This design comes from an exercise in tuning for small area, a short achievable clock period and few clock cycles per item on the open sky130 flow, not from production work.
In this exercise RTL edits were held to simulation tests only and were not proved equivalent to the original.
Power is estimated from default activity; no workload was simulated.

**design.v**
```verilog
module booth_multiplier(
    input         clk,
    input         reset_n,
    input         op_start,
    input         op_clear,
    input  [31:0] multiplier,
    input  [31:0] multiplicand,
    output        op_done,
    output [63:0] result
);
  reg       busy, done;
  reg [2:0] cnt;
  wire      idle = !busy && !done;
  wire      fin  = cnt[2];                        
  wire      last = (cnt == 3'd3);         
  reg  [31:0] m_q;           
  reg  [31:0] lo_q;          
  reg  [31:0] s_q, c_q;      
  reg  [7:0]  rs_q, rc_q;    
  reg         cy_q;          
  reg  [3:0]  one_q, two_q, ng_q;   
  function [11:0] enc;
    input [7:0] b;
    input       bm;
    integer i;
    reg [8:0] x;
    begin
      x = {b, bm};
      for (i = 0; i < 4; i = i + 1) begin
        enc[i]         = x[2*i+1] ^ x[2*i];
        enc[4+i]     = (x[2*i+2] & ~x[2*i+1] & ~x[2*i]) | (~x[2*i+2] & x[2*i+1] & x[2*i]);
        enc[8+i]   = x[2*i+2];
      end
    end
  endfunction
  wire [11:0] enc_next = busy ? enc(lo_q[15:8], lo_q[7]) : enc(multiplier[7:0], 1'b0);
  wire [32:0] mg0 = ({33{one_q[0]}} & {m_q[31], m_q}) | ({33{two_q[0]}} & {m_q, 1'b0});
  wire [32:0] pp0 = mg0 ^ {33{ng_q[0]}};
  wire [32:0] e0 = {~pp0[32], pp0[31:0]};
  wire [32:0] mg1 = ({33{one_q[1]}} & {m_q[31], m_q}) | ({33{two_q[1]}} & {m_q, 1'b0});
  wire [32:0] pp1 = mg1 ^ {33{ng_q[1]}};
  wire [32:0] e1 = {~pp1[32], pp1[31:0]};
  wire [32:0] mg2 = ({33{one_q[2]}} & {m_q[31], m_q}) | ({33{two_q[2]}} & {m_q, 1'b0});
  wire [32:0] pp2 = mg2 ^ {33{ng_q[2]}};
  wire [32:0] e2 = {~pp2[32], pp2[31:0]};
  wire [32:0] mg3 = ({33{one_q[3]}} & {m_q[31], m_q}) | ({33{two_q[3]}} & {m_q, 1'b0});
  wire [32:0] pp3 = mg3 ^ {33{ng_q[3]}};
  wire [32:0] e3 = {~pp3[32], pp3[31:0]};
  wire fs1;
  wire fc2;
  wire hs3;
  wire hc4;
  wire hs5;
  wire hc6;
  wire fs7;
  wire fc8;
  wire fs9;
  wire fc10;
  wire hs11;
  wire hc12;
  wire hs13;
  wire hc14;
  wire fs15;
  wire fc16;
  wire fs17;
  wire fc18;
  wire fs19;
  wire fc20;
  wire fs21;
  wire fc22;
  wire hs23;
  wire hc24;
  wire fs25;
  wire fc26;
  wire hs27;
  wire hc28;
  wire fs29;
  wire fc30;
  wire fs31;
  wire fc32;
  wire fs33;
  wire fc34;
  wire fs35;
  wire fc36;
  wire fs37;
  wire fc38;
  wire fs39;
  wire fc40;
  wire fs41;
  wire fc42;
  wire hs43;
  wire hc44;
  wire hs45;
  wire hc46;
  wire fs47;
  wire fc48;
  wire fs49;
  wire fc50;
  wire fs51;
  wire fc52;
  wire fs53;
  wire fc54;
  wire fs55;
  wire fc56;
  wire fs57;
  wire fc58;
  wire fs59;
  wire fc60;
  wire fs61;
  wire fc62;
  wire fs63;
  wire fc64;
  wire fs65;
  wire fc66;
  wire fs67;
  wire fc68;
  wire fs69;
  wire fc70;
  wire fs71;
  wire fc72;
  wire fs73;
  wire fc74;
  wire hs75;
  wire hc76;
  wire fs77;
  wire fc78;
  wire fs79;
  wire fc80;
  wire fs81;
  wire fc82;
  wire fs83;
  wire fc84;
  wire fs85;
  wire fc86;
  wire fs87;
  wire fc88;
  wire fs89;
  wire fc90;
  wire fs91;
  wire fc92;
  wire fs93;
  wire fc94;
  wire hs95;
  wire hc96;
  wire fs97;
  wire fc98;
  wire fs99;
  wire fc100;
  wire fs101;
  wire fc102;
  wire fs103;
  wire fc104;
  wire fs105;
  wire fc106;
  wire fs107;
  wire fc108;
  wire fs109;
  wire fc110;
  wire fs111;
  wire fc112;
  wire fs113;
  wire fc114;
  wire hs115;
  wire hc116;
  wire fs117;
  wire fc118;
  wire fs119;
  wire fc120;
  wire fs121;
  wire fc122;
  wire fs123;
  wire fc124;
  wire fs125;
  wire fc126;
  wire fs127;
  wire fc128;
  wire fs129;
  wire fc130;
  wire fs131;
  wire fc132;
  wire fs133;
  wire fc134;
  wire hs135;
  wire hc136;
  wire fs137;
  wire fc138;
  wire fs139;
  wire fc140;
  wire fs141;
  wire fc142;
  wire fs143;
  wire fc144;
  wire fs145;
  wire fc146;
  wire fs147;
  wire fc148;
  wire fs149;
  wire fc150;
  wire fs151;
  wire fc152;
  wire fs153;
  wire fc154;
  wire hs155;
  wire hc156;
  wire fs157;
  wire fc158;
  wire fs159;
  wire fc160;
  wire fs161;
  wire fc162;
  wire fs163;
  wire fc164;
  wire fs165;
  wire fc166;
  wire fs167;
  wire fc168;
  wire fs169;
  wire fc170;
  wire fs171;
  wire fc172;
  wire fs173;
  wire fc174;
  wire hs175;
  wire hc176;
  wire fs177;
  wire fc178;
  wire fs179;
  wire fc180;
  wire fs181;
  wire fc182;
  wire fs183;
  wire fc184;
  wire fs185;
  wire fc186;
  wire fs187;
  wire fc188;
  wire fs189;
  wire fc190;
  wire fs191;
  wire fc192;
  wire fs193;
  wire fc194;
  wire hs195;
  wire hc196;
  wire fs197;
  wire fc198;
  wire fs199;
  wire fc200;
  wire fs201;
  wire fc202;
  wire fs203;
  wire fc204;
  wire fs205;
  wire fc206;
  wire fs207;
  wire fc208;
  wire fs209;
  wire fc210;
  wire fs211;
  wire fc212;
  wire fs213;
  wire fc214;
  wire hs215;
  wire hc216;
  wire fs217;
  wire fc218;
  wire fs219;
  wire fc220;
  wire fs221;
  wire fc222;
  wire fs223;
  wire fc224;
  wire fs225;
  wire fc226;
  wire fs227;
  wire fc228;
  wire fs229;
  wire fc230;
  wire fs231;
  wire fc232;
  wire fs233;
  wire fc234;
  wire hs235;
  wire hc236;
  wire fs237;
  wire fc238;
  wire fs239;
  wire fc240;
  wire fs241;
  wire fc242;
  wire fs243;
  wire fc244;
  wire fs245;
  wire fc246;
  wire fs247;
  wire fc248;
  wire fs249;
  wire fc250;
  wire fs251;
  wire fc252;
  wire fs253;
  wire fc254;
  wire hs255;
  wire hc256;
  wire fs257;
  wire fc258;
  wire fs259;
  wire fc260;
  wire fs261;
  wire fc262;
  wire fs263;
  wire fc264;
  wire fs265;
  wire fc266;
  wire fs267;
  wire fc268;
  wire fs269;
  wire fc270;
  wire fs271;
  wire fc272;
  wire fs273;
  wire fc274;
  wire hs275;
  wire hc276;
  wire fs277;
  wire fc278;
  wire fs279;
  wire fc280;
  wire fs281;
  wire fc282;
  wire fs283;
  wire fc284;
  wire fs285;
  wire fc286;
  wire fs287;
  wire fc288;
  wire fs289;
  wire fc290;
  wire fs291;
  wire fc292;
  wire fs293;
  wire fc294;
  wire fs295;
  wire fc296;
  wire hs297;
  wire hc298;
  wire fs299;
  wire fc300;
  wire fs301;
  wire fc302;
  wire fs303;
  wire fc304;
  wire fs305;
  wire fc306;
  wire fs307;
  wire fc308;
  wire fs309;
  wire fc310;
  wire hs311;
  wire hc312;
  wire hs313;
  wire hc314;
  wire fs315;
  wire fc316;
  wire fs317;
  wire fc318;
  wire hs319;
  wire hc320;
  wire hs321;
  wire hc322;
  wire fs323;
  wire fc324;
  mul_fa u_fs1 (.a(c_q[0]), .b(ng_q[0]), .ci(s_q[0]), .s(fs1), .co(fc2));
  mul_ha u_hs3 (.a(c_q[1]), .b(s_q[1]), .s(hs3), .c(hc4));
  mul_ha u_hs5 (.a(hs3), .b(fc2), .s(hs5), .c(hc6));
  mul_fa u_fs7 (.a(c_q[2]), .b(ng_q[1]), .ci(s_q[2]), .s(fs7), .co(fc8));
  mul_fa u_fs9 (.a(hc4), .b(fs7), .ci(e0[2]), .s(fs9), .co(fc10));
  mul_ha u_hs11 (.a(e1[0]), .b(hc6), .s(hs11), .c(hc12));
  mul_ha u_hs13 (.a(c_q[3]), .b(s_q[3]), .s(hs13), .c(hc14));
  mul_fa u_fs15 (.a(hs13), .b(fc8), .ci(e0[3]), .s(fs15), .co(fc16));
  mul_fa u_fs17 (.a(e1[1]), .b(hc12), .ci(fc10), .s(fs17), .co(fc18));
  mul_fa u_fs19 (.a(c_q[4]), .b(ng_q[2]), .ci(s_q[4]), .s(fs19), .co(fc20));
  mul_fa u_fs21 (.a(hc14), .b(fs19), .ci(e0[4]), .s(fs21), .co(fc22));
  mul_ha u_hs23 (.a(e1[2]), .b(e2[0]), .s(hs23), .c(hc24));
  mul_fa u_fs25 (.a(hs23), .b(fc16), .ci(fs21), .s(fs25), .co(fc26));
  mul_ha u_hs27 (.a(c_q[5]), .b(s_q[5]), .s(hs27), .c(hc28));
  mul_fa u_fs29 (.a(hs27), .b(fc20), .ci(e0[5]), .s(fs29), .co(fc30));
  mul_fa u_fs31 (.a(e1[3]), .b(e2[1]), .ci(hc24), .s(fs31), .co(fc32));
  mul_fa u_fs33 (.a(fc22), .b(fs29), .ci(fs31), .s(fs33), .co(fc34));
  mul_fa u_fs35 (.a(c_q[6]), .b(ng_q[3]), .ci(s_q[6]), .s(fs35), .co(fc36));
  mul_fa u_fs37 (.a(hc28), .b(fs35), .ci(e0[6]), .s(fs37), .co(fc38));
  mul_fa u_fs39 (.a(e1[4]), .b(e2[2]), .ci(e3[0]), .s(fs39), .co(fc40));
  mul_fa u_fs41 (.a(fc30), .b(fs37), .ci(fs39), .s(fs41), .co(fc42));
  mul_ha u_hs43 (.a(fc32), .b(fs41), .s(hs43), .c(hc44));
  mul_ha u_hs45 (.a(c_q[7]), .b(s_q[7]), .s(hs45), .c(hc46));
  mul_fa u_fs47 (.a(hs45), .b(fc36), .ci(e0[7]), .s(fs47), .co(fc48));
  mul_fa u_fs49 (.a(e1[5]), .b(e2[3]), .ci(e3[1]), .s(fs49), .co(fc50));
  mul_fa u_fs51 (.a(fc38), .b(fc40), .ci(fs47), .s(fs51), .co(fc52));
  mul_fa u_fs53 (.a(fs49), .b(fc42), .ci(fs51), .s(fs53), .co(fc54));
  mul_fa u_fs55 (.a(c_q[8]), .b(s_q[8]), .ci(hc46), .s(fs55), .co(fc56));
  mul_fa u_fs57 (.a(last), .b(e0[8]), .ci(e1[6]), .s(fs57), .co(fc58));
  mul_fa u_fs59 (.a(e2[4]), .b(e3[2]), .ci(fs55), .s(fs59), .co(fc60));
  mul_fa u_fs61 (.a(fc48), .b(fc50), .ci(fs57), .s(fs61), .co(fc62));
  mul_fa u_fs63 (.a(fs59), .b(fc52), .ci(fs61), .s(fs63), .co(fc64));
  mul_fa u_fs65 (.a(c_q[9]), .b(s_q[9]), .ci(last), .s(fs65), .co(fc66));
  mul_fa u_fs67 (.a(e0[9]), .b(e1[7]), .ci(e2[5]), .s(fs67), .co(fc68));
  mul_fa u_fs69 (.a(e3[3]), .b(fc56), .ci(fs65), .s(fs69), .co(fc70));
  mul_fa u_fs71 (.a(fc58), .b(fs67), .ci(fc60), .s(fs71), .co(fc72));
  mul_fa u_fs73 (.a(fs69), .b(fc62), .ci(fs71), .s(fs73), .co(fc74));
  mul_ha u_hs75 (.a(c_q[10]), .b(s_q[10]), .s(hs75), .c(hc76));
  mul_fa u_fs77 (.a(hs75), .b(e0[10]), .ci(e1[8]), .s(fs77), .co(fc78));
  mul_fa u_fs79 (.a(e2[6]), .b(e3[4]), .ci(fc66), .s(fs79), .co(fc80));
  mul_fa u_fs81 (.a(fc68), .b(fs77), .ci(fc70), .s(fs81), .co(fc82));
  mul_fa u_fs83 (.a(fs79), .b(fc72), .ci(fs81), .s(fs83), .co(fc84));
  mul_fa u_fs85 (.a(c_q[11]), .b(s_q[11]), .ci(hc76), .s(fs85), .co(fc86));
  mul_fa u_fs87 (.a(last), .b(e0[11]), .ci(e1[9]), .s(fs87), .co(fc88));
  mul_fa u_fs89 (.a(e2[7]), .b(e3[5]), .ci(fs85), .s(fs89), .co(fc90));
  mul_fa u_fs91 (.a(fc78), .b(fs87), .ci(fc80), .s(fs91), .co(fc92));
  mul_fa u_fs93 (.a(fs89), .b(fc82), .ci(fs91), .s(fs93), .co(fc94));
  mul_ha u_hs95 (.a(c_q[12]), .b(s_q[12]), .s(hs95), .c(hc96));
  mul_fa u_fs97 (.a(hs95), .b(e0[12]), .ci(e1[10]), .s(fs97), .co(fc98));
  mul_fa u_fs99 (.a(e2[8]), .b(e3[6]), .ci(fc86), .s(fs99), .co(fc100));
  mul_fa u_fs101 (.a(fc88), .b(fs97), .ci(fc90), .s(fs101), .co(fc102));
  mul_fa u_fs103 (.a(fs99), .b(fc92), .ci(fs101), .s(fs103), .co(fc104));
  mul_fa u_fs105 (.a(c_q[13]), .b(s_q[13]), .ci(hc96), .s(fs105), .co(fc106));
  mul_fa u_fs107 (.a(last), .b(e0[13]), .ci(e1[11]), .s(fs107), .co(fc108));
  mul_fa u_fs109 (.a(e2[9]), .b(e3[7]), .ci(fs105), .s(fs109), .co(fc110));
  mul_fa u_fs111 (.a(fc98), .b(fs107), .ci(fc100), .s(fs111), .co(fc112));
  mul_fa u_fs113 (.a(fs109), .b(fc102), .ci(fs111), .s(fs113), .co(fc114));
  mul_ha u_hs115 (.a(c_q[14]), .b(s_q[14]), .s(hs115), .c(hc116));
  mul_fa u_fs117 (.a(hs115), .b(e0[14]), .ci(e1[12]), .s(fs117), .co(fc118));
  mul_fa u_fs119 (.a(e2[10]), .b(e3[8]), .ci(fc106), .s(fs119), .co(fc120));
  mul_fa u_fs121 (.a(fc108), .b(fs117), .ci(fc110), .s(fs121), .co(fc122));
  mul_fa u_fs123 (.a(fs119), .b(fc112), .ci(fs121), .s(fs123), .co(fc124));
  mul_fa u_fs125 (.a(c_q[15]), .b(s_q[15]), .ci(hc116), .s(fs125), .co(fc126));
  mul_fa u_fs127 (.a(last), .b(e0[15]), .ci(e1[13]), .s(fs127), .co(fc128));
  mul_fa u_fs129 (.a(e2[11]), .b(e3[9]), .ci(fs125), .s(fs129), .co(fc130));
  mul_fa u_fs131 (.a(fc118), .b(fs127), .ci(fc120), .s(fs131), .co(fc132));
  mul_fa u_fs133 (.a(fs129), .b(fc122), .ci(fs131), .s(fs133), .co(fc134));
  mul_ha u_hs135 (.a(c_q[16]), .b(s_q[16]), .s(hs135), .c(hc136));
  mul_fa u_fs137 (.a(hs135), .b(e0[16]), .ci(e1[14]), .s(fs137), .co(fc138));
  mul_fa u_fs139 (.a(e2[12]), .b(e3[10]), .ci(fc126), .s(fs139), .co(fc140));
  mul_fa u_fs141 (.a(fc128), .b(fs137), .ci(fc130), .s(fs141), .co(fc142));
  mul_fa u_fs143 (.a(fs139), .b(fc132), .ci(fs141), .s(fs143), .co(fc144));
  mul_fa u_fs145 (.a(c_q[17]), .b(s_q[17]), .ci(hc136), .s(fs145), .co(fc146));
  mul_fa u_fs147 (.a(last), .b(e0[17]), .ci(e1[15]), .s(fs147), .co(fc148));
  mul_fa u_fs149 (.a(e2[13]), .b(e3[11]), .ci(fs145), .s(fs149), .co(fc150));
  mul_fa u_fs151 (.a(fc138), .b(fs147), .ci(fc140), .s(fs151), .co(fc152));
  mul_fa u_fs153 (.a(fs149), .b(fc142), .ci(fs151), .s(fs153), .co(fc154));
  mul_ha u_hs155 (.a(c_q[18]), .b(s_q[18]), .s(hs155), .c(hc156));
  mul_fa u_fs157 (.a(hs155), .b(e0[18]), .ci(e1[16]), .s(fs157), .co(fc158));
  mul_fa u_fs159 (.a(e2[14]), .b(e3[12]), .ci(fc146), .s(fs159), .co(fc160));
  mul_fa u_fs161 (.a(fc148), .b(fs157), .ci(fc150), .s(fs161), .co(fc162));
  mul_fa u_fs163 (.a(fs159), .b(fc152), .ci(fs161), .s(fs163), .co(fc164));
  mul_fa u_fs165 (.a(c_q[19]), .b(s_q[19]), .ci(hc156), .s(fs165), .co(fc166));
  mul_fa u_fs167 (.a(last), .b(e0[19]), .ci(e1[17]), .s(fs167), .co(fc168));
  mul_fa u_fs169 (.a(e2[15]), .b(e3[13]), .ci(fs165), .s(fs169), .co(fc170));
  mul_fa u_fs171 (.a(fc158), .b(fs167), .ci(fc160), .s(fs171), .co(fc172));
  mul_fa u_fs173 (.a(fs169), .b(fc162), .ci(fs171), .s(fs173), .co(fc174));
  mul_ha u_hs175 (.a(c_q[20]), .b(s_q[20]), .s(hs175), .c(hc176));
  mul_fa u_fs177 (.a(hs175), .b(e0[20]), .ci(e1[18]), .s(fs177), .co(fc178));
  mul_fa u_fs179 (.a(e2[16]), .b(e3[14]), .ci(fc166), .s(fs179), .co(fc180));
  mul_fa u_fs181 (.a(fc168), .b(fs177), .ci(fc170), .s(fs181), .co(fc182));
  mul_fa u_fs183 (.a(fs179), .b(fc172), .ci(fs181), .s(fs183), .co(fc184));
  mul_fa u_fs185 (.a(c_q[21]), .b(s_q[21]), .ci(hc176), .s(fs185), .co(fc186));
  mul_fa u_fs187 (.a(last), .b(e0[21]), .ci(e1[19]), .s(fs187), .co(fc188));
  mul_fa u_fs189 (.a(e2[17]), .b(e3[15]), .ci(fs185), .s(fs189), .co(fc190));
  mul_fa u_fs191 (.a(fc178), .b(fs187), .ci(fc180), .s(fs191), .co(fc192));
  mul_fa u_fs193 (.a(fs189), .b(fc182), .ci(fs191), .s(fs193), .co(fc194));
  mul_ha u_hs195 (.a(c_q[22]), .b(s_q[22]), .s(hs195), .c(hc196));
  mul_fa u_fs197 (.a(hs195), .b(e0[22]), .ci(e1[20]), .s(fs197), .co(fc198));
  mul_fa u_fs199 (.a(e2[18]), .b(e3[16]), .ci(fc186), .s(fs199), .co(fc200));
  mul_fa u_fs201 (.a(fc188), .b(fs197), .ci(fc190), .s(fs201), .co(fc202));
  mul_fa u_fs203 (.a(fs199), .b(fc192), .ci(fs201), .s(fs203), .co(fc204));
  mul_fa u_fs205 (.a(c_q[23]), .b(s_q[23]), .ci(hc196), .s(fs205), .co(fc206));
  mul_fa u_fs207 (.a(last), .b(e0[23]), .ci(e1[21]), .s(fs207), .co(fc208));
  mul_fa u_fs209 (.a(e2[19]), .b(e3[17]), .ci(fs205), .s(fs209), .co(fc210));
  mul_fa u_fs211 (.a(fc198), .b(fs207), .ci(fc200), .s(fs211), .co(fc212));
  mul_fa u_fs213 (.a(fs209), .b(fc202), .ci(fs211), .s(fs213), .co(fc214));
  mul_ha u_hs215 (.a(c_q[24]), .b(s_q[24]), .s(hs215), .c(hc216));
  mul_fa u_fs217 (.a(hs215), .b(e0[24]), .ci(e1[22]), .s(fs217), .co(fc218));
  mul_fa u_fs219 (.a(e2[20]), .b(e3[18]), .ci(fc206), .s(fs219), .co(fc220));
  mul_fa u_fs221 (.a(fc208), .b(fs217), .ci(fc210), .s(fs221), .co(fc222));
  mul_fa u_fs223 (.a(fs219), .b(fc212), .ci(fs221), .s(fs223), .co(fc224));
  mul_fa u_fs225 (.a(c_q[25]), .b(s_q[25]), .ci(hc216), .s(fs225), .co(fc226));
  mul_fa u_fs227 (.a(last), .b(e0[25]), .ci(e1[23]), .s(fs227), .co(fc228));
  mul_fa u_fs229 (.a(e2[21]), .b(e3[19]), .ci(fs225), .s(fs229), .co(fc230));
  mul_fa u_fs231 (.a(fc218), .b(fs227), .ci(fc220), .s(fs231), .co(fc232));
  mul_fa u_fs233 (.a(fs229), .b(fc222), .ci(fs231), .s(fs233), .co(fc234));
  mul_ha u_hs235 (.a(c_q[26]), .b(s_q[26]), .s(hs235), .c(hc236));
  mul_fa u_fs237 (.a(hs235), .b(e0[26]), .ci(e1[24]), .s(fs237), .co(fc238));
  mul_fa u_fs239 (.a(e2[22]), .b(e3[20]), .ci(fc226), .s(fs239), .co(fc240));
  mul_fa u_fs241 (.a(fc228), .b(fs237), .ci(fc230), .s(fs241), .co(fc242));
  mul_fa u_fs243 (.a(fs239), .b(fc232), .ci(fs241), .s(fs243), .co(fc244));
  mul_fa u_fs245 (.a(c_q[27]), .b(s_q[27]), .ci(hc236), .s(fs245), .co(fc246));
  mul_fa u_fs247 (.a(last), .b(e0[27]), .ci(e1[25]), .s(fs247), .co(fc248));
  mul_fa u_fs249 (.a(e2[23]), .b(e3[21]), .ci(fs245), .s(fs249), .co(fc250));
  mul_fa u_fs251 (.a(fc238), .b(fs247), .ci(fc240), .s(fs251), .co(fc252));
  mul_fa u_fs253 (.a(fs249), .b(fc242), .ci(fs251), .s(fs253), .co(fc254));
  mul_ha u_hs255 (.a(c_q[28]), .b(s_q[28]), .s(hs255), .c(hc256));
  mul_fa u_fs257 (.a(hs255), .b(e0[28]), .ci(e1[26]), .s(fs257), .co(fc258));
  mul_fa u_fs259 (.a(e2[24]), .b(e3[22]), .ci(fc246), .s(fs259), .co(fc260));
  mul_fa u_fs261 (.a(fc248), .b(fs257), .ci(fc250), .s(fs261), .co(fc262));
  mul_fa u_fs263 (.a(fs259), .b(fc252), .ci(fs261), .s(fs263), .co(fc264));
  mul_fa u_fs265 (.a(c_q[29]), .b(s_q[29]), .ci(hc256), .s(fs265), .co(fc266));
  mul_fa u_fs267 (.a(last), .b(e0[29]), .ci(e1[27]), .s(fs267), .co(fc268));
  mul_fa u_fs269 (.a(e2[25]), .b(e3[23]), .ci(fs265), .s(fs269), .co(fc270));
  mul_fa u_fs271 (.a(fc258), .b(fs267), .ci(fc260), .s(fs271), .co(fc272));
  mul_fa u_fs273 (.a(fs269), .b(fc262), .ci(fs271), .s(fs273), .co(fc274));
  mul_ha u_hs275 (.a(c_q[30]), .b(s_q[30]), .s(hs275), .c(hc276));
  mul_fa u_fs277 (.a(hs275), .b(e0[30]), .ci(e1[28]), .s(fs277), .co(fc278));
  mul_fa u_fs279 (.a(e2[26]), .b(e3[24]), .ci(fc266), .s(fs279), .co(fc280));
  mul_fa u_fs281 (.a(fc268), .b(fs277), .ci(fc270), .s(fs281), .co(fc282));
  mul_fa u_fs283 (.a(fs279), .b(fc272), .ci(fs281), .s(fs283), .co(fc284));
  mul_fa u_fs285 (.a(c_q[31]), .b(s_q[31]), .ci(hc276), .s(fs285), .co(fc286));
  mul_fa u_fs287 (.a(last), .b(e0[31]), .ci(e1[29]), .s(fs287), .co(fc288));
  mul_fa u_fs289 (.a(e2[27]), .b(e3[25]), .ci(fs285), .s(fs289), .co(fc290));
  mul_fa u_fs291 (.a(fc278), .b(fs287), .ci(fc280), .s(fs291), .co(fc292));
  mul_fa u_fs293 (.a(fs289), .b(fc282), .ci(fs291), .s(fs293), .co(fc294));
  mul_fa u_fs295 (.a(e0[32]), .b(e1[30]), .ci(e2[28]), .s(fs295), .co(fc296));
  mul_ha u_hs297 (.a(e3[26]), .b(fc286), .s(hs297), .c(hc298));
  mul_fa u_fs299 (.a(hs297), .b(fc288), .ci(fs295), .s(fs299), .co(fc300));
  mul_fa u_fs301 (.a(fc290), .b(fc292), .ci(fs299), .s(fs301), .co(fc302));
  mul_fa u_fs303 (.a(last), .b(e1[31]), .ci(e2[29]), .s(fs303), .co(fc304));
  mul_fa u_fs305 (.a(e3[27]), .b(hc298), .ci(fc296), .s(fs305), .co(fc306));
  mul_fa u_fs307 (.a(fs303), .b(fs305), .ci(fc300), .s(fs307), .co(fc308));
  mul_fa u_fs309 (.a(e1[32]), .b(e2[30]), .ci(e3[28]), .s(fs309), .co(fc310));
  mul_ha u_hs311 (.a(fc304), .b(fs309), .s(hs311), .c(hc312));
  mul_ha u_hs313 (.a(hs311), .b(fc306), .s(hs313), .c(hc314));
  mul_fa u_fs315 (.a(last), .b(e2[31]), .ci(e3[29]), .s(fs315), .co(fc316));
  mul_fa u_fs317 (.a(fc310), .b(fs315), .ci(hc312), .s(fs317), .co(fc318));
  mul_ha u_hs319 (.a(e2[32]), .b(e3[30]), .s(hs319), .c(hc320));
  mul_ha u_hs321 (.a(hs319), .b(fc316), .s(hs321), .c(hc322));
  mul_fa u_fs323 (.a(last), .b(e3[31]), .ci(hc320), .s(fs323), .co(fc324));
  wire [39:0] sn = {last, e3[32], hc322, fc318, hc314, fc308, fc302, fc294, fc284, fc274, fc264, fc254, fc244, fc234, fc224, fc214, fc204, fc194, fc184, fc174, fc164, fc154, fc144, fc134, fc124, fc114, fc104, fc94, fc84, fc74, fc64, fc54, hc44, fc34, fc26, fc18, fs15, fs9, e0[1], e0[0]};
  wire [39:0] cn = {1'b0, fc324, fs323, hs321, fs317, hs313, fs307, fs301, fs293, fs283, fs273, fs263, fs253, fs243, fs233, fs223, fs213, fs203, fs193, fs183, fs173, fs163, fs153, fs143, fs133, fs123, fs113, fs103, fs93, fs83, fs73, fs63, fs53, hs43, fs33, fs25, fs17, hs11, hs5, fs1};
  wire [39:0] ad_sum;
  wire        ad_cy;                     
  mul_add40 u_ad (.a({s_q, rs_q}), .b({c_q, rc_q}), .ci(cy_q), .s(ad_sum), .ct(ad_cy));
  assign op_done = done;
  assign result  = {s_q[31:0], lo_q};
  always @(posedge clk or negedge reset_n) begin
    if (!reset_n) begin
      busy <= 1'b0;
      done <= 1'b0;
    end else if (op_clear) begin
      busy <= 1'b0;
      done <= 1'b0;
    end else if (idle) begin
      busy <= op_start;
    end else if (busy && fin) begin
      busy <= 1'b0;
      done <= 1'b1;
    end
  end
  always @(posedge clk) begin
    cnt <= busy ? cnt + 3'd1 : 3'd0;
    if (!busy)
      m_q <= multiplicand;
    if (idle)
      lo_q <= multiplier;
    else if (busy)
      lo_q <= {ad_sum[7:0], lo_q[31:8]};
    if (idle)
      s_q  <= 0;
    else if (busy)
      s_q  <= fin ? ad_sum[39:8] : sn[39:8];
    c_q  <= busy ? cn[39:8] : 32'd0;
    rs_q <= busy ? sn[7:0] : 8'd0;
    rc_q <= busy ? cn[7:0] : 8'd0;
    cy_q <= busy & ad_cy;
    {ng_q, two_q, one_q} <= enc_next;
  end
endmodule
module mul_fa(input a, input b, input ci, output s, output co);
  assign s  = a ^ b ^ ci;
  assign co = (a & b) | (ci & (a ^ b));
endmodule
module mul_ha(input a, input b, output s, output c);
  assign s = a ^ b;
  assign c = a & b;
endmodule
module mul_add40(input [39:0] a, input [39:0] b, input ci, output [39:0] s, output ct);
  wire [39:0] p = a ^ b;
  wire [39:0] g0 = a & b;
  wire [39:0] g = {g0[39:1], g0[0] | (p[0] & ci)};
  wire gg1 = g[1] | (p[1] & g[0]);
  wire pq2 = p[1] & p[0];
  wire gg3 = g[3] | (p[3] & g[2]);
  wire pq4 = p[3] & p[2];
  wire gg5 = g[5] | (p[5] & g[4]);
  wire pq6 = p[5] & p[4];
  wire gg7 = g[7] | (p[7] & g[6]);
  wire pq8 = p[7] & p[6];
  wire gg9 = g[9] | (p[9] & g[8]);
  wire pq10 = p[9] & p[8];
  wire gg11 = g[11] | (p[11] & g[10]);
  wire pq12 = p[11] & p[10];
  wire gg13 = g[13] | (p[13] & g[12]);
  wire pq14 = p[13] & p[12];
  wire gg15 = g[15] | (p[15] & g[14]);
  wire pq16 = p[15] & p[14];
  wire gg17 = g[17] | (p[17] & g[16]);
  wire pq18 = p[17] & p[16];
  wire gg19 = g[19] | (p[19] & g[18]);
  wire pq20 = p[19] & p[18];
  wire gg21 = g[21] | (p[21] & g[20]);
  wire pq22 = p[21] & p[20];
  wire gg23 = g[23] | (p[23] & g[22]);
  wire pq24 = p[23] & p[22];
  wire gg25 = g[25] | (p[25] & g[24]);
  wire pq26 = p[25] & p[24];
  wire gg27 = g[27] | (p[27] & g[26]);
  wire pq28 = p[27] & p[26];
  wire gg29 = g[29] | (p[29] & g[28]);
  wire pq30 = p[29] & p[28];
  wire gg31 = g[31] | (p[31] & g[30]);
  wire pq32 = p[31] & p[30];
  wire gg33 = g[33] | (p[33] & g[32]);
  wire pq34 = p[33] & p[32];
  wire gg35 = g[35] | (p[35] & g[34]);
  wire pq36 = p[35] & p[34];
  wire gg37 = g[37] | (p[37] & g[36]);
  wire pq38 = p[37] & p[36];
  wire gg39 = g[39] | (p[39] & g[38]);
  wire pq40 = p[39] & p[38];
  wire gg41 = g[2] | (p[2] & gg1);
  wire pq42 = p[2] & pq2;
  wire gg43 = gg3 | (pq4 & gg1);
  wire pq44 = pq4 & pq2;
  wire gg45 = g[6] | (p[6] & gg5);
  wire pq46 = p[6] & pq6;
  wire gg47 = gg7 | (pq8 & gg5);
  wire pq48 = pq8 & pq6;
  wire gg49 = g[10] | (p[10] & gg9);
  wire pq50 = p[10] & pq10;
  wire gg51 = gg11 | (pq12 & gg9);
  wire pq52 = pq12 & pq10;
  wire gg53 = g[14] | (p[14] & gg13);
  wire pq54 = p[14] & pq14;
  wire gg55 = gg15 | (pq16 & gg13);
  wire pq56 = pq16 & pq14;
  wire gg57 = g[18] | (p[18] & gg17);
  wire pq58 = p[18] & pq18;
  wire gg59 = gg19 | (pq20 & gg17);
  wire pq60 = pq20 & pq18;
  wire gg61 = g[22] | (p[22] & gg21);
  wire pq62 = p[22] & pq22;
  wire gg63 = gg23 | (pq24 & gg21);
  wire pq64 = pq24 & pq22;
  wire gg65 = g[26] | (p[26] & gg25);
  wire pq66 = p[26] & pq26;
  wire gg67 = gg27 | (pq28 & gg25);
  wire pq68 = pq28 & pq26;
  wire gg69 = g[30] | (p[30] & gg29);
  wire pq70 = p[30] & pq30;
  wire gg71 = gg31 | (pq32 & gg29);
  wire pq72 = pq32 & pq30;
  wire gg73 = g[34] | (p[34] & gg33);
  wire pq74 = p[34] & pq34;
  wire gg75 = gg35 | (pq36 & gg33);
  wire pq76 = pq36 & pq34;
  wire gg77 = g[38] | (p[38] & gg37);
  wire pq78 = p[38] & pq38;
  wire gg79 = gg39 | (pq40 & gg37);
  wire pq80 = pq40 & pq38;
  wire gg81 = g[4] | (p[4] & gg43);
  wire pq82 = p[4] & pq44;
  wire gg83 = gg5 | (pq6 & gg43);
  wire pq84 = pq6 & pq44;
  wire gg85 = gg45 | (pq46 & gg43);
  wire pq86 = pq46 & pq44;
  wire gg87 = gg47 | (pq48 & gg43);
  wire pq88 = pq48 & pq44;
  wire gg89 = g[12] | (p[12] & gg51);
  wire pq90 = p[12] & pq52;
  wire gg91 = gg13 | (pq14 & gg51);
  wire pq92 = pq14 & pq52;
  wire gg93 = gg53 | (pq54 & gg51);
  wire pq94 = pq54 & pq52;
  wire gg95 = gg55 | (pq56 & gg51);
  wire pq96 = pq56 & pq52;
  wire gg97 = g[20] | (p[20] & gg59);
  wire pq98 = p[20] & pq60;
  wire gg99 = gg21 | (pq22 & gg59);
  wire pq100 = pq22 & pq60;
  wire gg101 = gg61 | (pq62 & gg59);
  wire pq102 = pq62 & pq60;
  wire gg103 = gg63 | (pq64 & gg59);
  wire pq104 = pq64 & pq60;
  wire gg105 = g[28] | (p[28] & gg67);
  wire pq106 = p[28] & pq68;
  wire gg107 = gg29 | (pq30 & gg67);
  wire pq108 = pq30 & pq68;
  wire gg109 = gg69 | (pq70 & gg67);
  wire pq110 = pq70 & pq68;
  wire gg111 = gg71 | (pq72 & gg67);
  wire pq112 = pq72 & pq68;
  wire gg113 = g[36] | (p[36] & gg75);
  wire pq114 = p[36] & pq76;
  wire gg115 = gg37 | (pq38 & gg75);
  wire pq116 = pq38 & pq76;
  wire gg117 = gg77 | (pq78 & gg75);
  wire pq118 = pq78 & pq76;
  wire gg119 = gg79 | (pq80 & gg75);
  wire pq120 = pq80 & pq76;
  wire gg121 = g[8] | (p[8] & gg87);
  wire pq122 = p[8] & pq88;
  wire gg123 = gg9 | (pq10 & gg87);
  wire pq124 = pq10 & pq88;
  wire gg125 = gg49 | (pq50 & gg87);
  wire pq126 = pq50 & pq88;
  wire gg127 = gg51 | (pq52 & gg87);
  wire pq128 = pq52 & pq88;
  wire gg129 = gg89 | (pq90 & gg87);
  wire pq130 = pq90 & pq88;
  wire gg131 = gg91 | (pq92 & gg87);
  wire pq132 = pq92 & pq88;
  wire gg133 = gg93 | (pq94 & gg87);
  wire pq134 = pq94 & pq88;
  wire gg135 = gg95 | (pq96 & gg87);
  wire pq136 = pq96 & pq88;
  wire gg137 = g[24] | (p[24] & gg103);
  wire pq138 = p[24] & pq104;
  wire gg139 = gg25 | (pq26 & gg103);
  wire pq140 = pq26 & pq104;
  wire gg141 = gg65 | (pq66 & gg103);
  wire pq142 = pq66 & pq104;
  wire gg143 = gg67 | (pq68 & gg103);
  wire pq144 = pq68 & pq104;
  wire gg145 = gg105 | (pq106 & gg103);
  wire pq146 = pq106 & pq104;
  wire gg147 = gg107 | (pq108 & gg103);
  wire pq148 = pq108 & pq104;
  wire gg149 = gg109 | (pq110 & gg103);
  wire pq150 = pq110 & pq104;
  wire gg151 = gg111 | (pq112 & gg103);
  wire pq152 = pq112 & pq104;
  wire gg153 = g[16] | (p[16] & gg135);
  wire pq154 = p[16] & pq136;
  wire gg155 = gg17 | (pq18 & gg135);
  wire pq156 = pq18 & pq136;
  wire gg157 = gg57 | (pq58 & gg135);
  wire pq158 = pq58 & pq136;
  wire gg159 = gg59 | (pq60 & gg135);
  wire pq160 = pq60 & pq136;
  wire gg161 = gg97 | (pq98 & gg135);
  wire pq162 = pq98 & pq136;
  wire gg163 = gg99 | (pq100 & gg135);
  wire pq164 = pq100 & pq136;
  wire gg165 = gg101 | (pq102 & gg135);
  wire pq166 = pq102 & pq136;
  wire gg167 = gg103 | (pq104 & gg135);
  wire pq168 = pq104 & pq136;
  wire gg169 = gg137 | (pq138 & gg135);
  wire pq170 = pq138 & pq136;
  wire gg171 = gg139 | (pq140 & gg135);
  wire pq172 = pq140 & pq136;
  wire gg173 = gg141 | (pq142 & gg135);
  wire pq174 = pq142 & pq136;
  wire gg175 = gg143 | (pq144 & gg135);
  wire pq176 = pq144 & pq136;
  wire gg177 = gg145 | (pq146 & gg135);
  wire pq178 = pq146 & pq136;
  wire gg179 = gg147 | (pq148 & gg135);
  wire pq180 = pq148 & pq136;
  wire gg181 = gg149 | (pq150 & gg135);
  wire pq182 = pq150 & pq136;
  wire gg183 = gg151 | (pq152 & gg135);
  wire pq184 = pq152 & pq136;
  wire gg185 = g[32] | (p[32] & gg183);
  wire pq186 = p[32] & pq184;
  wire gg187 = gg33 | (pq34 & gg183);
  wire pq188 = pq34 & pq184;
  wire gg189 = gg73 | (pq74 & gg183);
  wire pq190 = pq74 & pq184;
  wire gg191 = gg75 | (pq76 & gg183);
  wire pq192 = pq76 & pq184;
  wire gg193 = gg113 | (pq114 & gg183);
  wire pq194 = pq114 & pq184;
  wire gg195 = gg115 | (pq116 & gg183);
  wire pq196 = pq116 & pq184;
  wire gg197 = gg117 | (pq118 & gg183);
  wire pq198 = pq118 & pq184;
  wire gg199 = gg119 | (pq120 & gg183);
  wire pq200 = pq120 & pq184;
  assign s = p ^ {gg197, gg195, gg193, gg191, gg189, gg187, gg185, gg183, gg181, gg179, gg177, gg175, gg173, gg171, gg169, gg167, gg165, gg163, gg161, gg159, gg157, gg155, gg153, gg135, gg133, gg131, gg129, gg127, gg125, gg123, gg121, gg87, gg85, gg83, gg81, gg43, gg41, gg1, g[0], ci};
  assign ct = gg87;
endmodule
```
**flow/run.sh**
```bash
#!/bin/bash
# Standard layout, except: plain buf_1 cells as the port buffers, and a
# clock tree of clkbuf_4 cells without dummy loads.
export BUFFER_PORTS_ARGS="-buffer_cell sky130_fd_sc_hd__buf_1"
export CTS_ARGS="-sink_clustering_enable -repair_clock_nets -dont_use_dummy_load -root_buf sky130_fd_sc_hd__clkbuf_16 -buf_list \"sky130_fd_sc_hd__clkbuf_4 sky130_fd_sc_hd__clkbuf_8\""
bash standard.sh > standard.log 2>&1
```
**standard.sh**
```bash
#!/bin/bash
# synth_recipe.tcl (not shown) runs the flow's synth.tcl, then flattens the netlist and writes it again
# the make line also repeats each setting of config.mk as NAME=value (left out here)
make -C /OpenROAD-flow-scripts/flow DESIGN_CONFIG=/design/flow/config.mk WORK_HOME=/design/flow/orfs CLKGATE_MAP_FILE= SYNTH_SCRIPT=/design/flow/synth_recipe.tcl "${@:-finish}"
```
**config.mk**
```make
export PLATFORM = sky130hd
export DESIGN_NAME = booth_multiplier
export DESIGN_NICKNAME = booth_multiplier
export VERILOG_FILES = /design/flow/design.v
export SDC_FILE = /design/flow/constraint.sdc
export NUM_CORES = 4
export LEC_CHECK = 0
export CAP_MARGIN = 20
export CORE_MARGIN = 2
export CORE_UTILIZATION = 40
export PLACE_DENSITY = 0.6
export SETUP_SLACK_MARGIN = 2.3
export SLEW_MARGIN = 20
export SYNTH_HIERARCHICAL = 1
export SYNTH_MINIMUM_KEEP_SIZE = 0
```
**constraint.sdc**
```tcl
create_clock -name core_clock -period 5.0 [get_ports {clk}]
set_input_delay 1.0000 -clock core_clock [delete_from_list [all_inputs] [get_ports {clk}]]
set_output_delay 1.0000 -clock core_clock [all_outputs]
set_load 0.01 [all_outputs]
```
==> flow_metrics.tcl, run 1 <==
set metrics [dict create \
    finalCriticalPeriod_ns 2.93 \
    r2r-end "s_q[7]" \
    dieArea_um2 34500 \
    max-cap-violations 0 \
    routed_wl_um 36500 \
    synth_edf_count 64 \
    dp_hpwl_um 23700 \
    dpl-instance-area_um2 13800 \
    path_class "reg2reg" \
    ant_nets 0 \
    synth_warnings 7 \
    max_slew.worst_pin.slew_ns 1.12 \
    synth.top_cell.area_share 0.220 \
    finalSetupTns_ns 0 \
    ir_worst_vdd_mv 0.220 \
    timing.critical_path.arrival_ns 3.24 \
    cp_max_fo 4 \
    syn_area_um2 13200 \
    grt_setup_unrepaired "yes" \
    routedWlPerCell_um 21.3 \
    synth_area_leader_cell "fa_1" \
    ctsHoldBuffers 0 \
    switchingPower_mw 3.44 \
    io_pins 133 \
    post-route-period-util 0.586 \
    vias 9275 \
    synth-seq-cells 161 \
    clock-root-buffer "clkbuf_16" \
    cp-start-kind "flop" \
    syn_avg_cell_area_um2 11.7 \
    setup_ws_ns 2.07 \
    critPathMaxStageDelay_ns 0.34 \
    switching_share 0.433 \
    clock_power_share 0.097 \
    r2r-start "rc_q[0]" \
    grt_max_degree 100 \
    slew_viol_final 0 \
    clkLatencyLatePin_ns 0.40 \
    tritoncts "built" \
    synthTopCellsByArea "fa_1, edfxtp_1, dfxtp_1" \
    fin_hold_ws_ns 0.405 \
    slew_headroom 0.252 \
    rr_worst_depth 14 \
    pre_cts_ws_ns 1.58 \
    pwr-share-comb 0.649 \
    drt_iter0_markers 683 \
    grt_overflow_total 0 \
    cp_top_family "compound AO/OA/AOI/OAI gates" \
    synthMostInstantiatedCell "xnor2_1" \
    setup_viol 0 \
    worst_path_max_delay_cell "fa_2" \
    port-buffer-count 132 \
    skew_ns 0.0350 \
    finalHoldViolCount 0 \
    start_util 0.406 \
    hold_path.class "in2async" \
    finalInstanceArea_um2 15600 \
    core_area_um2 32500 \
    cellLeakagePower_nw 6.16 \
    viasPerCell 5.41 \
    drt_pre_antenna_iters 6 \
    pwr-share-seq 0.254 \
    end_kind "flop" \
    final_nets 1550 \
    synth_async_sr_flop_share 0.0124 \
    grt_pass1_vias 9582 \
    p_int_mw 4.50 \
    path_buf_inv 2 \
    htree_levels 4 \
    crit_path_cell_trace "inv_2 -> fa_2 -> inv_2 -> fa_2 -> a21o_1 -> o21ai_2 -> a32o_2 -> o21bai_1 -> a21o_1 -> a211o_1 -> o41ai_4 -> xnor2_1 -> mux2i_1 -> o21ai_1" \
    n_fill_cell 2960 \
    synth_ff_type "dfxtp_1" \
    grt_first_pass_wirelength_um 55100 \
    timing.reg2reg.setup_slack_ns 2.07 \
    path_clk_slew_ns 0.08 \
    synth_cell_types 64 \
    drive_gt1_frac 0.261 \
    power.density_nw_per_um2 508 \
    areaGrowthSynthToFinish_pct 18.2 \
    die_x_um 186 \
    clock-sinks 161 \
    grt_use_total 0.213 \
    syn_inst 1127 \
    numCtsBuffers 17 \
    clk_path_buf_depth 2 \
    rows 66 \
    place_congestion 0.832 \
    synth_top_cells_by_count "xnor2_1, fa_1, a22oi_1" \
    grt_antenna_before_repair 1 \
    worstPathRequired_ns 5.31 \
    ys_seq_area_frac 0.293 \
    clock.fmax_mhz 342 \
    die_h_um 186 \
    status "complete, no violations" \
    drc 0 \
]
==> Yosys stat by module, one instance, submodules excluded <==
module | times used | cell area [um2] | flops+latches | cells inside
mul_add40 | 1 | 1630 | 0 | 203
mul_ha | 24 | 12.5 | 0 | 1
mul_fa | 138 | 20.0 | 0 | 1
booth_multiplier | 1 | 8510 | 161 | 762
==> sequential cells by signal, indices dropped and copies added, names as in the netlist <==
signal and cells:
cy_q 1, done 1, rs_q 8, lo_q 32, cnt 3, c_q 31, two_q 4, rc_q 8
busy 1, s_q 32, m_q 32, ng_q 4, one_q 4
==> worst max path at each step <==
| stage | start | end | cells past startpoint |
|---|---|---|---|
| floorplan | cnt[2] | c_q[2] | 8 |
| global placement | one_q[1] | s_q[22] | 7 |
| detailed placement | rs_q[0] | s_q[15] | 14 |
| CTS | rs_q[0] | s_q[24] | 13 |
| global route | rc_q[0] | s_q[7] | 14 |
| finish | rc_q[0] | s_q[7] | 14 |
==> stage by stage <==
step / std cells / total power [mW] / utilization
after floorplan: 1128 / 5.35 / -
final: 1715 / 7.93 / 0.480
after global placement: 1616 / 6.67 / 0.423
after global routing: 1715 / 8.71 / 0.480
after CTS: 1674 / 7.70 / 0.452
after detailed placement: 1616 / 6.72 / 0.423
==> final cells by class <==
class                           instances  area, um2  share of cell area
Multi-Input combinational cell        844       9240               0.592
Sequential cell                       161       3930               0.252
Timing Repair Buffer                  228       1550              0.0992
Tap cell                              442        553              0.0354
Clock buffer                           17        245              0.0157
Inverter                               22       83.8             0.00537
Antenna cell                            1       2.50            0.000160
==> routing by layer <==
metal | up-vias | global-route usage | share of wire
met2 | 283 | 0.346 | 0.48
li1 | 4211 | - | -
met4 | 0 | 0.0624 | 0.020
met1 | 4740 | 0.291 | 0.44
met3 | 41 | 0.0364 | 0.055
met5 | - | 0 | 0
==> power by group through the flow <==
| stage | Clock [mW] | Combinational (mW) | Sequential, mW |
|---|---|---|---|
| 2_1_floorplan | 0 | 3.40 | 1.95 |
| 3_3_place_gp | 0 | 4.58 | 2.09 |
| 3_5_place_dp | 0 | 4.63 | 2.10 |
| 4_1_cts | 0.792 | 4.90 | 2.01 |
| 5_1_grt | 0.840 | 5.81 | 2.05 |
| 6_report | 0.772 | 5.15 | 2.01 |
==> placed cells by master, fill, tap and decap left out, types with 14 or more instances in the layout <==
cell and count:
buf_1 132, xnor2_1 127, fa_1 111, dfxtp_1 68, edfxtp_1 64, a22oi_1 62
a22oi_2 62, buf_4 61, ha_1 58, and2_1 50, fa_2 34, nand3_1 33
mux2i_1 31, mux2_4 29, nand2_1 26, xor2_1 24, o21ai_0 23, o21ai_1 23
a21oi_1 21, xnor2_2 20, nor2_1 20, dfxtp_2 17, inv_1 16, clkbuf_8 16
buf_6 15, buf_12 14
==> timing repair <==
item / in CTS / in global routing
cloned: 0 / 3
pin swaps: 28 / 70
setup buffers: 41 / 36
resized for setup: 79 / 130
setup endpoints to repair: 69 / 58
==> kinds of logic (layout without fill, tap and decap cells) <==
family / count (synthesis) / count (layout) / share of synthesized area
fa+ha+maj: 208 / 208 / 0.280
buf+inv: 123 / 267 / 0.0561
flops: 161 / 161 / 0.293
compound gates: 241 / 241 / 0.132
mux: 66 / 66 / 0.0616
other cells: 1 / 3 / 0.000284
simple gates: 156 / 156 / 0.0635
xor+xnor: 171 / 171 / 0.113
==> worst reg2reg max path, cell delays in order, from the launching register on <==
cell and delay (ns):
dfxtp_2 0.33, inv_2 0.05, fa_2 0.18, inv_2 0.03
fa_2 0.34, a21o_1 0.20, o21ai_2 0.14, a32o_2 0.26
o21bai_1 0.10, a21o_1 0.24, a211o_1 0.32, o41ai_4 0.27
xnor2_1 0.17, mux2i_1 0.10, o21ai_1 0.14
Testbench counts, summed over its fixed seeds: cycles 11,192, items 1,600.
==> run 2: changes to the inputs <==
--- a/config.mk
+++ b/config.mk
@@ -9,7 +9,7 @@
 export CORE_MARGIN = 2
 export CORE_UTILIZATION = 40
 export PLACE_DENSITY = 0.6
-export SETUP_SLACK_MARGIN = 2.3
+export SETUP_SLACK_MARGIN = 1.8
 export SLEW_MARGIN = 20
 export SYNTH_HIERARCHICAL = 1
 export SYNTH_MINIMUM_KEEP_SIZE = 0
==> run 2 against run 1 <==
Still clean on timing, DRC and antenna. Critical path depth shrank 7. Hold slack gained 0.00066 ns. Sequential power grew 3%. Global-route usage shrank 1.4 points. Routed wire length shrank 11%. Sequential share of layout area grew 2.5 points. Die area is the same. Utilization shrank 4.7 points. Synthesized cell count is the same. Critical path type unchanged. Highest routed layer unchanged.
==> flow_metrics.tcl, run 2 <==
set metrics [dict create \
    post-route-period-util 0.605 \
    ir_worst_vdd_mv 0.239 \
    synth.top_cell.area_share 0.220 \
    switchingPower_mw 3.19 \
    final_util 0.432 \
    setup_viol 0 \
    status "complete, no violations" \
    pre_cts_ws_ns 1.49 \
    synth_ff_type "dfxtp_1" \
    routed_wl_um 32600 \
    synth_async_sr_flop_share 0.0124 \
    path_common_cell "fa_1" \
    skew_ns 0.0401 \
    cp_top_family "adder cells" \
    htree_levels 4 \
    pwr-share-comb 0.615 \
    multiInputGateArea_um2 8620 \
    areaGrowthSynthToFinish_pct 6.52 \
    clock-sinks 161 \
    ant_nets 0 \
    met1_length_um 14700 \
    r2r-start "one_q[1]" \
    setup.worst_path.start "one_q[1]" \
    tritoncts "built" \
    n_fill_cell 3149 \
    dpl-instance-area_um2 13800 \
    finalPower_mw 7.37 \
    clkLatencyLatePin_ns 0.40 \
    grt_first_pass_wirelength_um 51900 \
    slew_viol_final 0 \
    grt_max_degree 71 \
    drt_pre_antenna_iters 5 \
    grt_antenna_before_repair 0 \
    ys_seq_area_frac 0.293 \
    path_class "reg2reg" \
    fin_hold_ws_ns 0.405 \
    synthTopCellsByArea "fa_1, edfxtp_1, dfxtp_1" \
    synth_warnings 7 \
    cellLeakagePower_nw 5.58 \
    setup_ws_ns 1.97 \
    synth_cell_types 64 \
    hold_path.class "in2async" \
    drc 0 \
    worstPathRequired_ns 5.23 \
    grt_use_total 0.198 \
    clock-root-buffer "clkbuf_16" \
    rows 66 \
    routedWlPerCell_um 19.9 \
    pwr-share-seq 0.282 \
    drt_iter0_markers 612 \
    end_kind "flop" \
    cp_max_fo 30 \
    die_x_um 186 \
    wl_met2_um 15800 \
    synth_top_cells_by_count "xnor2_1, fa_1, a22oi_1" \
    syn_avg_cell_area_um2 11.7 \
    timing.critical_path.arrival_ns 3.26 \
    switching_share 0.433 \
    finalSetupTns_ns 0 \
    p_int_mw 4.17 \
    synth_edf_count 64 \
    met3_length_um 1510 \
    final_nets 1477 \
    port-buffer-count 132 \
    dp_hpwl_um 24000 \
    grt_overflow_total 0 \
    ff_latch_area_um2 3890 \
    clock_power_share 0.103 \
    numCtsBuffers 17 \
    reg_top3 "lo_q: 32 flops, m_q: 32 flops, s_q: 32 flops" \
    final_cell_mix "xnor2_1, fa_1, buf_1" \
    path_clk_slew_ns 0.08 \
    placedCellCount 1621 \
    top_layer "met4" \
    vias 8839 \
    synth_area_leader_cell "fa_1" \
    syn_area_um2 13200 \
    crit_path_cell_trace "a22oi_1 -> xnor2_1 -> fa_1 -> fa_1 -> fa_1 -> mux2i_1 -> o21ai_0" \
    finalHoldViolCount 0 \
    place_congestion 0.837 \
    ctsHoldBuffers 0 \
    start_util 0.406 \
    grt_pass1_vias 9167 \
    power.density_nw_per_um2 524 \
    slew_headroom 0.494 \
    die_h_um 186 \
    worst_path_max_delay_cell "dfxtp_2" \
    clock.fmax_mhz 331 \
    synth-seq-cells 161 \
    path_buf_inv 0 \
    io_pins 133 \
    critPathMaxStageDelay_ns 0.76 \
    synthMostInstantiatedCell "xnor2_1" \
    diodes 0 \
    clk_path_buf_depth 2 \
    max-cap-violations 0 \
    cp-start-kind "flop" \
    dieArea_um2 34500 \
    finalCriticalPeriod_ns 3.03 \
    viasPerCell 5.39 \
    drive_gt1_frac 0.0984 \
    max_slew.worst_pin.slew_ns 0.759 \
    layout_commonest_cell "xnor2_1" \
    core_area_um2 32500 \
    finalInstanceArea_um2 14100 \
    fin_cells 1641 \
    syn_inst 1127 \
    grt_setup_unrepaired "yes" \
]
## run 2: cell counts after synthesis
No cell type changed its count.
## run 2: final timing paths
check	cells past startpoint	slack, ns	endpoint
worst max-delay path	7	1.97	s_q[22]
worst min-delay path	1	0.41	done
worst max register to register	7	1.97	s_q[22]
worst min register to register	1	0.42	cnt[0]
max in group asynchronous	1	4.45	busy
min in group core_clock	1	0.42	cnt[0]
## run 2: final cells by class
class,instances,share of cell area
Clock buffer,17,0.0174
Inverter,22,0.00596
Multi-Input combinational cell,844,0.613
Sequential cell,161,0.277
Tap cell,442,0.0393
Timing Repair Buffer,155,0.0475
## run 2: cells by family (layout without fill, tap and decap cells)
logic type               after synthesis  after routing  synth area share
multiplexers                          66             66            0.0616
adder cells (fa/ha/maj)              208            208             0.280
AND/OR/NAND/NOR                      156            156            0.0635
XOR/XNOR                             171            171             0.113
flip-flops                           161            161             0.293
other                                  1              2          0.000284
buffers and inverters                123            194            0.0561
AO/OA/AOI/OAI                        241            241             0.132
## run 2: repair_timing
action	in CTS	in global routing
endpoints found under the hold margin	0	0
pin swaps	1	0
resized for setup	4	5
setup buffers	3	0
endpoints found under the setup margin	59	21
## run 2: power by group through the flow
stage | registers [mW] | logic, mW | clock network [mW]
floorplan | 1.95 | 3.39 | 0
global placement | 2.10 | 4.53 | 0
detailed placement | 2.11 | 4.58 | 0
CTS | 2.08 | 4.61 | 0.787
global route | 2.12 | 5.23 | 0.835
finish | 2.08 | 4.53 | 0.761
## run 2: modules after synthesis, one instance, submodules excluded
| module | area, um2 | cells | times used |
|---|---|---|---|
| booth_multiplier | 8510 | 762 | 1 |
| mul_add40 | 1630 | 203 | 1 |
| mul_fa | 20.0 | 1 | 138 |
| mul_ha | 12.5 | 1 | 24 |
## run 2: routing by layer
layer | up-vias | global-route usage
li1 | 4063 | -
met1 | 4484 | 0.269
met2 | 254 | 0.327
met3 | 38 | 0.0331
met4 | 0 | 0.0580
met5 | - | 0
==> run 3: changes to the inputs <==
--- a/config.mk
+++ b/config.mk
@@ -9,7 +9,7 @@
 export CORE_MARGIN = 2
 export CORE_UTILIZATION = 40
 export PLACE_DENSITY = 0.6
-export SETUP_SLACK_MARGIN = 1.8
+export SETUP_SLACK_MARGIN = 2.0
 export SLEW_MARGIN = 20
 export SYNTH_HIERARCHICAL = 1
 export SYNTH_MINIMUM_KEEP_SIZE = 0
==> run 3 against run 2 <==
Still clean on timing, DRC and antenna. Clock power increased by 2%. Global-route usage increased by 0.54 points. Largest power group unchanged. Sequential power about the same. Design area increased by 0.96%. Flip-flop and latch count unchanged.
==> flow_metrics.tcl, run 3 <==
set metrics [dict create \
    status "complete, no violations" \
    clk_path_buf_depth 2 \
    grt_setup_unrepaired "yes" \
    finalInstanceArea_um2 14200 \
    end_kind "flop" \
    slew_headroom 0.321 \
    synth_top_cells_by_count "xnor2_1, fa_1, a22oi_1" \
    grt_overflow_total 0 \
    path_class "reg2reg" \
    timing.critical_path.arrival_ns 3.25 \
    drt_pre_antenna_iters 5 \
    port-buffer-count 132 \
    grt_max_degree 100 \
    htree_levels 4 \
    rows 66 \
    synthMostInstantiatedCell "xnor2_1" \
    clock.fmax_mhz 334 \
    r2r-end "s_q[7]" \
    slew_viol_final 0 \
    final_cell_mix "xnor2_1, fa_1, buf_1" \
    path_clk_slew_ns 0.10 \
    crit_path_cell_trace "inv_1 -> fa_2 -> inv_2 -> fa_2 -> a21o_1 -> o21ai_2 -> a32o_2 -> o21bai_1 -> a21o_1 -> a211o_1 -> o41ai_2 -> xnor2_1 -> mux2i_1 -> o21ai_1" \
    layout_commonest_cell "xnor2_1" \
    drc 0 \
    grt_first_pass_wirelength_um 53000 \
    start_util 0.406 \
    hold_path.class "in2async" \
    cellLeakagePower_nw 5.61 \
    dieArea_um2 34500 \
    synth_warnings 7 \
    grt_antenna_before_repair 0 \
    vias 8868 \
    viasPerCell 5.39 \
    ant_nets 0 \
    syn_area_um2 13200 \
    routedWlPerCell_um 20.4 \
    areaGrowthSynthToFinish_pct 7.54 \
    reg_top3 "lo_q: 32 flops, m_q: 32 flops, s_q: 32 flops" \
    setup_ws_ns 2.01 \
    ir_worst_vdd_mv 0.226 \
    pre_cts_ws_ns 1.47 \
    diodes 0 \
    place_congestion 0.858 \
    drive_gt1_frac 0.112 \
    tritoncts "built" \
    n_fill_cell 3126 \
    power.density_nw_per_um2 525 \
    grt_use_total 0.204 \
    synth-seq-cells 161 \
    die_x_um 186 \
    timing.reg2reg.setup_slack_ns 2.01 \
    numCtsBuffers 17 \
    synth_async_sr_flop_share 0.0124 \
    crit_end "s_q[7]" \
    finalCriticalPeriod_ns 2.99 \
    rr_worst_depth 14 \
    final_util 0.436 \
    finalHoldViolCount 0 \
    grt_pass1_vias 9182 \
    clock-root-buffer "clkbuf_16" \
    clock-sinks 161 \
    synth_ff_type "dfxtp_1" \
    die_h_um 186 \
    critPathMaxStageDelay_ns 0.34 \
    finalSetupTns_ns 0 \
    max-cap-violations 0 \
    r2r-start "cy_q" \
    final_nets 1481 \
    worstPathRequired_ns 5.26 \
    synth_cell_types 64 \
    routed_wl_um 33600 \
    cp-start-kind "flop" \
    setup.worst_path.start "cy_q" \
    synth_edf_count 64 \
    drt_iter0_markers 803 \
    io_pins 133 \
    dpl-instance-area_um2 13700 \
    setup_viol 0 \
    syn_inst 1127 \
    cp_max_fo 3 \
    syn_avg_cell_area_um2 11.7 \
    clkLatencyLatePin_ns 0.40 \
    post-route-period-util 0.599 \
    synthTopCellsByArea "fa_1, edfxtp_1, dfxtp_1" \
    synth.top_cell.area_share 0.220 \
    skew_ns 0.0350 \
    max_slew.worst_pin.slew_ns 1.02 \
    synth_area_leader_cell "fa_1" \
    fin_hold_ws_ns 0.411 \
    core_area_um2 32500 \
    worst_path_max_delay_cell "o41ai_2" \
    dp_hpwl_um 23900 \
    ys_seq_area_frac 0.293 \
]
## run 3: per-module statistics from Yosys, one instance, submodules excluded
module            cells inside  flops+latches
booth_multiplier           762            161
mul_add40                  203              0
mul_fa                       1              0
mul_ha                       1              0
## run 3: logic make-up (layout without fill, tap and decap cells)
kind of cell             count (synthesis)  after routing  share of synthesized area
adder cells (fa/ha/maj)                208            208                      0.280
XOR/XNOR                               171            171                      0.113
other                                    1              2                   0.000284
AND/OR/NAND/NOR                        156            156                     0.0635
multiplexers                            66             66                     0.0616
AO/OA/AOI/OAI                          241            241                      0.132
buffers and inverters                  123            198                     0.0561
flip-flops                             161            161                      0.293
## run 3: how the worst min path moves through the flow
stage | endpoint | slack [ns]
after detailed placement | cnt[0] | 0.41
after CTS | done | 0.39
after global placement | cnt[0] | 0.40
after floorplan | cnt[0] | 0.39
final | done | 0.41
after global routing | done | 0.39
## run 3: critical path: cells and delay by family (launching register included)
| family | cells | cell delay [ns] |
|---|---|---|
| xor gates and xnor gates | 1 | 0.14 |
| muxes | 1 | 0.16 |
| adders and majority gates | 2 | 0.52 |
| AOI/OAI and AO/OA | 8 | 1.62 |
| DFF | 1 | 0.31 |
| buffers and inverters | 2 | 0.10 |
## run 3: metrics by stage
stage,power [mW],std cells
after global placement,6.62,1616
after global routing,8.24,1645
after CTS,7.50,1640
after floorplan,5.34,1128
after detailed placement,6.69,1616
final,7.46,1645
## run 3: report_power, final
group	internal [mW]	switching [mW]
registers	1.68	0.428
logic	2.21	2.36
clock network	0.322	0.458
## run 3: layer usage
metal	track usage	routed length, um	vias up
li1	-	-	4070
met1	0.283	15000	4489
met2	0.331	16300	275
met3	0.0311	1840	34
met4	0.0564	456	0
met5	0	0	-
## run 3: final cells by class
cell class | count | area [um2] | share of cell area
Multi-Input combinational cell | 844 | 8670 | 0.611
Sequential cell | 161 | 3910 | 0.275
Timing Repair Buffer | 159 | 738 | 0.0520
Tap cell | 442 | 553 | 0.0389
Clock buffer | 17 | 245 | 0.0173
Inverter | 22 | 83.8 | 0.00590
## run 3: repair_timing
item,in CTS,in global routing
endpoints found under the hold margin,0,0
setup endpoints to repair,59,46
gates resized for setup,13,28
buffers inserted,7,5
hold buffers,0,0
pin swaps,6,9
gates cloned,0,0
==> run 4: changes to the inputs <==
--- a/config.mk
+++ b/config.mk
@@ -13,3 +13,4 @@
 export SLEW_MARGIN = 20
 export SYNTH_HIERARCHICAL = 1
 export SYNTH_MINIMUM_KEEP_SIZE = 0
+export TNS_END_PERCENT = 20
==> run 4 against run 3 <==
Synthesized cell count did not move. Final cell count about the same. Clock skew rose by 0.0012 ns. Sequential power about the same. Highest routed layer unchanged.
==> flow_metrics.tcl, run 4 <==
set metrics [dict create \
    synth.top_cell.area_share 0.220 \
    reg_top3 "lo_q: 32 flops, m_q: 32 flops, s_q: 32 flops" \
    grt_overflow_total 0 \
    cellLeakagePower_nw 5.61 \
    clock.fmax_mhz 334 \
    r2r-start "cy_q" \
    r2r-end "s_q[25]" \
    ff_latch_area_um2 3910 \
    p_int_mw 4.20 \
    synth_cell_types 64 \
    drt_pre_antenna_iters 7 \
    post-route-period-util 0.598 \
    die_x_um 186 \
    viasPerCell 5.43 \
    numCtsBuffers 17 \
    multiInputGateArea_um2 8670 \
    pwr-share-comb 0.613 \
    setup_viol 0 \
    clock-sinks 161 \
    n_fill_cell 3129 \
    synth_area_leader_cell "fa_1" \
    grt_first_pass_wirelength_um 53000 \
    routedWlPerCell_um 20.4 \
    clkLatencyLatePin_ns 0.40 \
    end_kind "flop" \
    ctsHoldBuffers 0 \
    critPathMaxStageDelay_ns 0.37 \
    max_slew.worst_pin.slew_ns 1.03 \
    syn_area_um2 13200 \
    dp_hpwl_um 23900 \
    finalHoldViolCount 0 \
    final_nets 1480 \
    drc 0 \
    finalSetupTns_ns 0 \
    drt_iter0_markers 823 \
    slew_viol_final 0 \
    switchingPower_mw 3.24 \
    port-buffer-count 132 \
    htree_levels 4 \
    clk_path_buf_depth 2 \
    worstPathRequired_ns 5.25 \
    drive_gt1_frac 0.107 \
    skew_ns 0.0361 \
    clock-root-buffer "clkbuf_16" \
    ir_worst_vdd_mv 0.227 \
    synth_ff_type "dfxtp_1" \
    synthTopCellsByArea "fa_1, edfxtp_1, dfxtp_1" \
    rr_worst_depth 14 \
    syn_avg_cell_area_um2 11.7 \
    synth_edf_count 64 \
    synth_top_cells_by_count "xnor2_1, fa_1, a22oi_1" \
    grt_max_degree 100 \
    tritoncts "built" \
    status "complete, no violations" \
    grt_setup_unrepaired "yes" \
    path_common_cell "fa_2" \
    switching_share 0.436 \
    slew_headroom 0.311 \
    path_clk_slew_ns 0.10 \
    grt_antenna_before_repair 0 \
    max-cap-violations 0 \
    cp_max_fo 4 \
    routed_wl_um 33500 \
    finalPower_mw 7.44 \
    die_h_um 186 \
    dieArea_um2 34500 \
    cp-start-kind "flop" \
    synth-seq-cells 161 \
    timing.critical_path.arrival_ns 3.24 \
    ant_nets 0 \
    grt_use_total 0.204 \
    vias 8923 \
    ys_seq_area_frac 0.293 \
    finalCriticalPeriod_ns 2.99 \
    synth_warnings 7 \
    pwr-share-seq 0.283 \
    io_pins 133 \
    diodes 0 \
    path_class "reg2reg" \
    layout_commonest_cell "xnor2_1" \
    timing.reg2reg.setup_slack_ns 2.01 \
    core_area_um2 32500 \
    areaGrowthSynthToFinish_pct 7.34 \
    clock_power_share 0.104 \
    syn_inst 1127 \
    synth_async_sr_flop_share 0.0124 \
    place_congestion 0.858 \
    synthMostInstantiatedCell "xnor2_1" \
    crit_path_cell_trace "inv_1 -> fa_2 -> inv_2 -> fa_2 -> a21o_1 -> o21ai_2 -> a32o_2 -> o41ai_4 -> buf_6 -> a21o_2 -> fa_1 -> xor2_1 -> mux2i_1 -> o21ai_1" \
    final_cell_mix "xnor2_1, fa_1, buf_1" \
    hold_path.class "in2async" \
    power.density_nw_per_um2 525 \
    grt_pass1_vias 9187 \
    worst_path_max_delay_cell "fa_1" \
    start_util 0.406 \
    rows 66 \
]
## run 4: how the worst max path moves through the flow
stage | startpoint | to | slack, ns | cells past startpoint
final | cy_q | s_q[25] | 2.01 | 14
after global routing | rc_q[0] | s_q[7] | 1.84 | 14
after CTS | rc_q[0] | s_q[25] | 2.00 | 14
after detailed placement | rs_q[0] | s_q[31] | 1.47 | 14
after global placement | rs_q[0] | s_q[15] | 1.52 | 14
after floorplan | cnt[2] | c_q[2] | 2.09 | 8
## run 4: area by class of cell
class	count	share of cell area
Clock buffer	17	0.0173
Inverter	22	0.00592
Multi-Input combinational cell	844	0.612
Sequential cell	161	0.276
Tap cell	442	0.0390
Timing Repair Buffer	158	0.0503
## run 4: cells by family after synthesis
family | Yosys count | share of synthesized area
AO/OA/AOI/OAI | 241 | 0.132
XOR/XNOR | 171 | 0.113
adder cells (fa/ha/maj) | 208 | 0.280
buffers and inverters | 123 | 0.0561
flip-flops | 161 | 0.293
multiplexers | 66 | 0.0616
other | 1 | 0.000284
AND/OR/NAND/NOR | 156 | 0.0635
## run 4: power by group through the flow
stage	combinational [mW]	sequential [mW]	clock, mW
4_1_cts	4.59	2.11	0.805
6_report	4.56	2.11	0.776
5_1_grt	5.23	2.16	0.846
2_1_floorplan	3.39	1.95	0
3_3_place_gp	4.49	2.13	0
3_5_place_dp	4.55	2.14	0
## run 4: worst max-delay path, delay by kind of cell (launching register included)
kind | cells | cell delay, ns
AOI/OAI and AO/OA | 6 | 0.99
adders and majority gates | 3 | 0.89
DFF | 1 | 0.31
buffers and inverters | 3 | 0.27
muxes | 1 | 0.21
xor gates and xnor gates | 1 | 0.17
## run 4: per-stage QoR
step	cells	worst slack (ns)	hold WS (ns)	area [um2]	util
detailed placement	1616	1.47	0.406	13700	0.422
finish	1644	2.01	0.413	14200	0.436
global route	1644	1.84	0.394	14200	0.436
floorplan	1128	2.09	0.390	13200	-
CTS	1640	2.00	0.392	14100	0.432
global placement	1616	1.52	0.401	13700	0.422
## run 4: timing repair
action	CTS	global route
pin swaps	6	8
endpoints found under the setup margin	59	46
buffers inserted	7	4
resized for setup	12	24
## run 4: layer usage
layer | GRT usage | vias to the layer above | part of all wire
li1 | - | 4067 | -
met1 | 0.284 | 4554 | 0.46
met2 | 0.331 | 268 | 0.48
met3 | 0.0311 | 34 | 0.049
met4 | 0.0564 | 0 | 0.012
met5 | 0 | - | 0
## run 4: Yosys stat by module (local to each module, per instance)
| module | cells | cell area [um2] |
|---|---|---|
| mul_ha | 1 | 12.5 |
| mul_add40 | 203 | 1630 |
| booth_multiplier | 762 | 8510 |
| mul_fa | 1 | 20.0 |

==> what the ideal ports hide <==
Ports are ideal in the flow. The routed layouts listed here were re-timed in OpenROAD.
Step 1: set_driving_cell puts a clkbuf_16 on clk and a buf_2 on each other input, an assumption about the parent block.
Step 2 moves the port delays by t, midway between the first and last clock arrival at a register: inputs arrive t later, outputs are due t later. That takes back most of the time a late clock gives input paths.
a / b / c = no drivers / after step 1 / after step 2; a / b = the first two.
| run | shift t [ns] | setup slack, ns | clock arrival spread, ns | cell pins on the clock port's net |
|---|---|---|---|---|
| run 1 | 0.434 | 2.072 / 2.072 / 2.072 | 0.040 / 0.039 | 1 |
| run 2 | 0.433 | 1.975 / 1.975 / 1.975 | 0.041 / 0.040 | 1 |
| run 3 | 0.431 | 2.007 / 2.007 / 2.007 | 0.035 / 0.035 | 1 |
| run 4 | 0.427 | 2.010 / 2.010 / 2.010 | 0.036 / 0.036 | 1 |
After both steps every run listed still meets setup and hold.
